Context: an optimization exercise on an open-source flow, tuned for small area. The choices shown serve that exercise and are no tape-out recipe. Only simulation tests tie the RTL to the original design; equivalence was not proved. Power and IR drop assume default switching activity.

Design game, start of the top module:
module game(clk,rst,btnU,btnR,btnL,sw,an,seg);
    input clk;
    input rst;  
    input btnR;
    input btnL;
    input btnU;
    input [9:0] sw;
    output [3:0] an;
    output [6:0] seg;
    wire [9:0] num_db;
    wire debouncedRst;
    wire debouncedCfm;
    wire debouncedPcd;
    genvar i;
    generate
        for (i = 0; i < 10; i = i + 1) begin : db_sw
            debounce u(.rst(rst), .in(sw[i]), .master_clk(clk), .out(num_db[i]));
        end
    endgenerate
    debounce debounceRst(.rst(rst),.in(btnR),.master_clk(clk),.out(debouncedRst));
    debounce debounceCfm(.rst(rst),.in(btnL),.master_clk(clk),.out(debouncedCfm));
    debounce debouncePcd(.rst(rst),.in(btnU),.master_clk(clk),.out(debouncedPcd));
    wire fast_tick;
    clocks clk_div(.master_clk(clk),.rst(rst),.RESET(debouncedRst),.fast_tick(fast_tick));
    wire [3:0] sym1, sym2, sym3, sym4;
    control controlUnit(.clk(clk),.rst(rst),.RESET(debouncedRst),.PROCEED(debouncedPcd),
        .CONFIRM(debouncedCfm),.num_db(num_db),.sym1(sym1),.sym2(sym2),.sym3(sym3),.sym4(sym4));
    cathode_and_anode display(.clk(clk),.rst(rst),.fast_tick(fast_tick),.sym1(sym1),.sym2(sym2),
        .sym3(sym3),.sym4(sym4),.cathode(seg),.anode(an));
endmodule
For scale: ~940 cells after synthesis, about 290 flip-flops, roughly 26 I/O pins, ~0.0094 mm^2 of cells after synthesis.
==> flow/config.mk <==
export PLATFORM = sky130hd
export DESIGN_NAME = game
export DESIGN_NICKNAME = game
export VERILOG_FILES = /design/flow/design.v
export SDC_FILE = /design/flow/constraint.sdc
export NUM_CORES = 4
export LEC_CHECK = 0
export CAP_MARGIN = 20
export CORE_MARGIN = 2
export CORE_UTILIZATION = 65
export CTS_BUF_LIST = sky130_fd_sc_hd__clkbuf_4
export CTS_CLUSTER_DIAMETER = 40
export CTS_CLUSTER_SIZE = 12
export PLACE_DENSITY = 0.8
export SLEW_MARGIN = 20
==> flow/constraint.sdc <==
create_clock -name core_clock -period 10.0 [get_ports {clk}]
set_input_delay 2.0000 -clock core_clock [delete_from_list [all_inputs] [get_ports {clk}]]
set_output_delay 2.0000 -clock core_clock [all_outputs]
set_load 0.01 [all_outputs]
run.sh (not shown) runs the stock make flow with config.mk's settings and CLKGATE_MAP_FILE= SYNTH_SCRIPT=/design/flow/synth_recipe.tcl, a recipe that flattens the netlist after the stock synthesis.
The baseline finished clean.
==> next run, changes <==
CORE_UTILIZATION = 40   (was 65)
CTS_BUF_LIST = not set   (was sky130_fd_sc_hd__clkbuf_4)
CTS_CLUSTER_DIAMETER = not set   (was 40)
CTS_CLUSTER_SIZE = not set   (was 12)
PLACE_DENSITY = 0.6   (was 0.8)
Outcome:
- The changed run went through all stages and came out clean
- via count goes down by 1.2%
- final cell count goes up by about 12%
- total power goes up by about 23%
- worst setup slack gets better by 110 ps
- global-route usage goes down by 6.9 points
==> next run, changes <==
CTS_BUF_LIST = sky130_fd_sc_hd__clkbuf_8   (was not set)
CTS_CLUSTER_DIAMETER = 60   (was not set)
CTS_CLUSTER_SIZE = 20   (was not set)
Routed wire length fell by 2.5%.
Non-clock buffer count stays the same.
Area after synthesis stays the same.
Die area is unchanged.
Clock-buffer cell count fell by 25.
Combinational power hardly moves.
Clock power fell by 49%.
Cell area fell by 6.1%.

========
Setup of job 1348:
Another version of the RTL of game (not shown whole).
Size: about 290 flip-flops, about 9300 um^2 of cells after synthesis.
==> flow/config.mk <==
export PLATFORM = sky130hd
export DESIGN_NAME = game
export DESIGN_NICKNAME = game
export VERILOG_FILES = /design/flow/design.v
export SDC_FILE = /design/flow/constraint.sdc
export NUM_CORES = 4
export LEC_CHECK = 0
export CAP_MARGIN = 20
export CORE_MARGIN = 2
export CORE_UTILIZATION = 80
export CTS_BUF_LIST = sky130_fd_sc_hd__clkbuf_8
export CTS_CLUSTER_DIAMETER = 60
export CTS_CLUSTER_SIZE = 20
export PLACE_DENSITY = 0.9
export SLEW_MARGIN = 20
==> flow/constraint.sdc <==
create_clock -name core_clock -period 10.0 [get_ports {clk}]
set_input_delay 2.0000 -clock core_clock [delete_from_list [all_inputs] [get_ports {clk}]]
set_output_delay 2.0000 -clock core_clock [all_outputs]
set_load 0.01 [all_outputs]
standard.sh (not shown) runs the stock make flow with config.mk's settings and CLKGATE_MAP_FILE= SYNTH_SCRIPT=/design/flow/synth_recipe.tcl, a recipe that flattens the netlist after the stock synthesis.
==> flow/flow/run.sh <==
#!/bin/bash
# Layout flow: the standard flow (standard.sh, unchanged synthesis), with
# the port buffers made of buf_1 cells and a clock tree without dummy loads.
set -e
bash standard.sh \
  BUFFER_PORTS_ARGS="-buffer_cell sky130_fd_sc_hd__buf_1" \
  CTS_ARGS="-sink_clustering_enable -repair_clock_nets -sink_clustering_size 20 -sink_clustering_max_diameter 60 -buf_list sky130_fd_sc_hd__clkbuf_8 -dont_use_dummy_load" \
  finish > standard.log 2>&1
Job 1348 | stages: all done | timing, DRC, antenna: all pass
### job 1348 -> job 6003
Settings: CORE_UTILIZATION changed from 80 to 40; PLACE_DENSITY changed from 0.9 to 0.6.
==> flow/run.sh (new file) <==
#!/bin/bash
# synth_recipe.tcl (not shown) runs the flow's synth.tcl, then flattens the netlist and writes it again
# the make line also repeats each setting of config.mk as NAME=value (left out here)
make -C /OpenROAD-flow-scripts/flow DESIGN_CONFIG=/design/flow/config.mk WORK_HOME=/design/flow/orfs CLKGATE_MAP_FILE= SYNTH_SCRIPT=/design/flow/synth_recipe.tcl finish
removed: flow/flow/run.sh
removed: flow/standard.sh
## What came out
Diff job 1348 -> job 6003 | vias after detailed routing | decrease of 5.9%. In job 6003 the setup slack turned out 0.44 ns lower than in job 1348. Job 6003 vs. job 1348: global-route usage dropped 14 points, half-perimeter wire length after detailed placement shrank by about 9%, total of clock buffers placed in the layout saw an increase. Die extent in x for job 6003 is higher than for job 1348. Diff job 1348 -> job 6003: final weighted congestion of routability-driven global placement has decreased; cell area after placement +3.9%.
What job 6673 does differently from job 6003 at the input level:
Settings: a change of PLACE_DENSITY from 0.6 to 0.8; a change of CORE_UTILIZATION from 40 to 65.
==> flow/flow/run.sh (new file) <==
#!/bin/bash
# Layout flow: the standard flow (standard.sh, unchanged synthesis), with
# the port buffers made of buf_1 cells and a clock tree without dummy loads.
set -e
bash standard.sh \
  BUFFER_PORTS_ARGS="-buffer_cell sky130_fd_sc_hd__buf_1" \
  CTS_ARGS="-sink_clustering_enable -repair_clock_nets -sink_clustering_size 10 -sink_clustering_max_diameter 40 -buf_list sky130_fd_sc_hd__clkbuf_4 -dont_use_dummy_load" \
  finish > standard.log 2>&1
==> flow/standard.sh (new file) <==
#!/bin/bash
# synth_recipe.tcl (not shown) runs the flow's synth.tcl, then flattens the netlist and writes it again
# the make line also repeats each setting of config.mk as NAME=value (left out here)
make -C /OpenROAD-flow-scripts/flow DESIGN_CONFIG=/design/flow/config.mk WORK_HOME=/design/flow/orfs CLKGATE_MAP_FILE= SYNTH_SCRIPT=/design/flow/synth_recipe.tcl "${@:-finish}"
removed: flow/run.sh
Results
Job 6673 | stages: all done | timing, DRC, antenna: all pass. Job 6003 has a lower sequential fraction of total cell area than job 6673. Job 6003 has higher floorplan die width than job 6673. Job 6673 vs. job 6003: minimum clock period went down 0.33 ns; top achievable clock speed higher; fraction of power spent switching nets fell by 0.30 points. Changes observed in job 6673 relative to job 6003: via count of the routed design increased 2.8%, met2 usage in global routing now larger, routing usage on met1 shows an increase of 10 points.
Edits applied to the flow inputs when going from job 6673 to job 6088:
Settings: a change of CORE_UTILIZATION from 65 to 40; a change of PLACE_DENSITY from 0.8 to 0.6.
==> flow/flow/run.sh <==
#!/bin/bash
# Layout flow: the standard flow (standard.sh, unchanged synthesis), with
# the port buffers made of buf_1 cells and a clock tree without dummy loads.
set -e
bash standard.sh \
  BUFFER_PORTS_ARGS="-buffer_cell sky130_fd_sc_hd__buf_1" \
  CTS_ARGS="-sink_clustering_enable -repair_clock_nets -sink_clustering_size 20 -sink_clustering_max_diameter 60 -buf_list sky130_fd_sc_hd__clkbuf_8 -dont_use_dummy_load" \
  finish > standard.log 2>&1
==> run notes <==
The post-synthesis to final-layout area growth of job 6088 exceeds that of job 6673 by 1.9 points.
Changes observed in job 6088 relative to job 6673: wire length of the first global-routing pass picked up an extra 330 um, clock share of power rose by 0.4 points, initial antenna violation count lost 1, hold slack +0.021 ns, final core utilization decreased 27 points.
Mean area per synthesized cell: job 6088 vs job 6673 identical
Run comparison: job 6088 worst setup path startpoint display.sym[1]$_SDFFE_PP0P_; job 6673 worst setup path startpoint display.sym[2]$_SDFFE_PP0P_
Job 6673 tops out at a lower clock frequency than job 6088.

==> static timing again, ports no longer ideal <==
How much do the figures lean on ideal ports? The routed layouts below were timed once more, with nothing changed but the port constraints.
Step 1 (the two cells are an assumption about what drives the block):
set clk [get_ports {clk}]
set_driving_cell -lib_cell sky130_fd_sc_hd__clkbuf_16 $clk
set_driving_cell -lib_cell sky130_fd_sc_hd__buf_2 [delete_from_list [all_inputs] $clk]
Step 2 moves the port delays by t, midway between the first and last clock arrival at a register: inputs arrive t later, outputs are due t later. That takes back most of the time a late clock gives input paths.
Three values: ideal, step 1, step 2; two values: the first two.
run	t, ns	setup WS [ns]	latest minus earliest clock arrival (ns)	worst register clock-pin slew, ns	worst data-port slew with drivers (ns)
the first run of note 1	0.628	5.583 / 5.543 / 6.171	0.026 / 0.026	0.11 / 0.11	0.04
the second run of note 1	0.583	5.688 / 5.644 / 6.228	0.019 / 0.019	0.06 / 0.06	0.04
the third run of note 1	0.568	5.683 / 5.643 / 6.210	0.013 / 0.013	0.11 / 0.11	0.04
job 1348	0.536	6.327 / 6.289 / 6.111	0.042 / 0.042	0.12 / 0.12	0.06
job 6003	0.577	5.890 / 5.851 / 5.747	0.029 / 0.029	0.12 / 0.12	0.07
job 6673	0.621	6.222 / 6.185 / 6.148	0.036 / 0.035	0.11 / 0.11	0.06
job 6088	0.554	6.364 / 6.323 / 6.703	0.049 / 0.049	0.12 / 0.12	0.05
After both steps every run listed still meets setup and hold. For job 1348, which loses most, drivers alone change the setup slack by -0.038 ns; drivers and shift together by -0.216 ns.
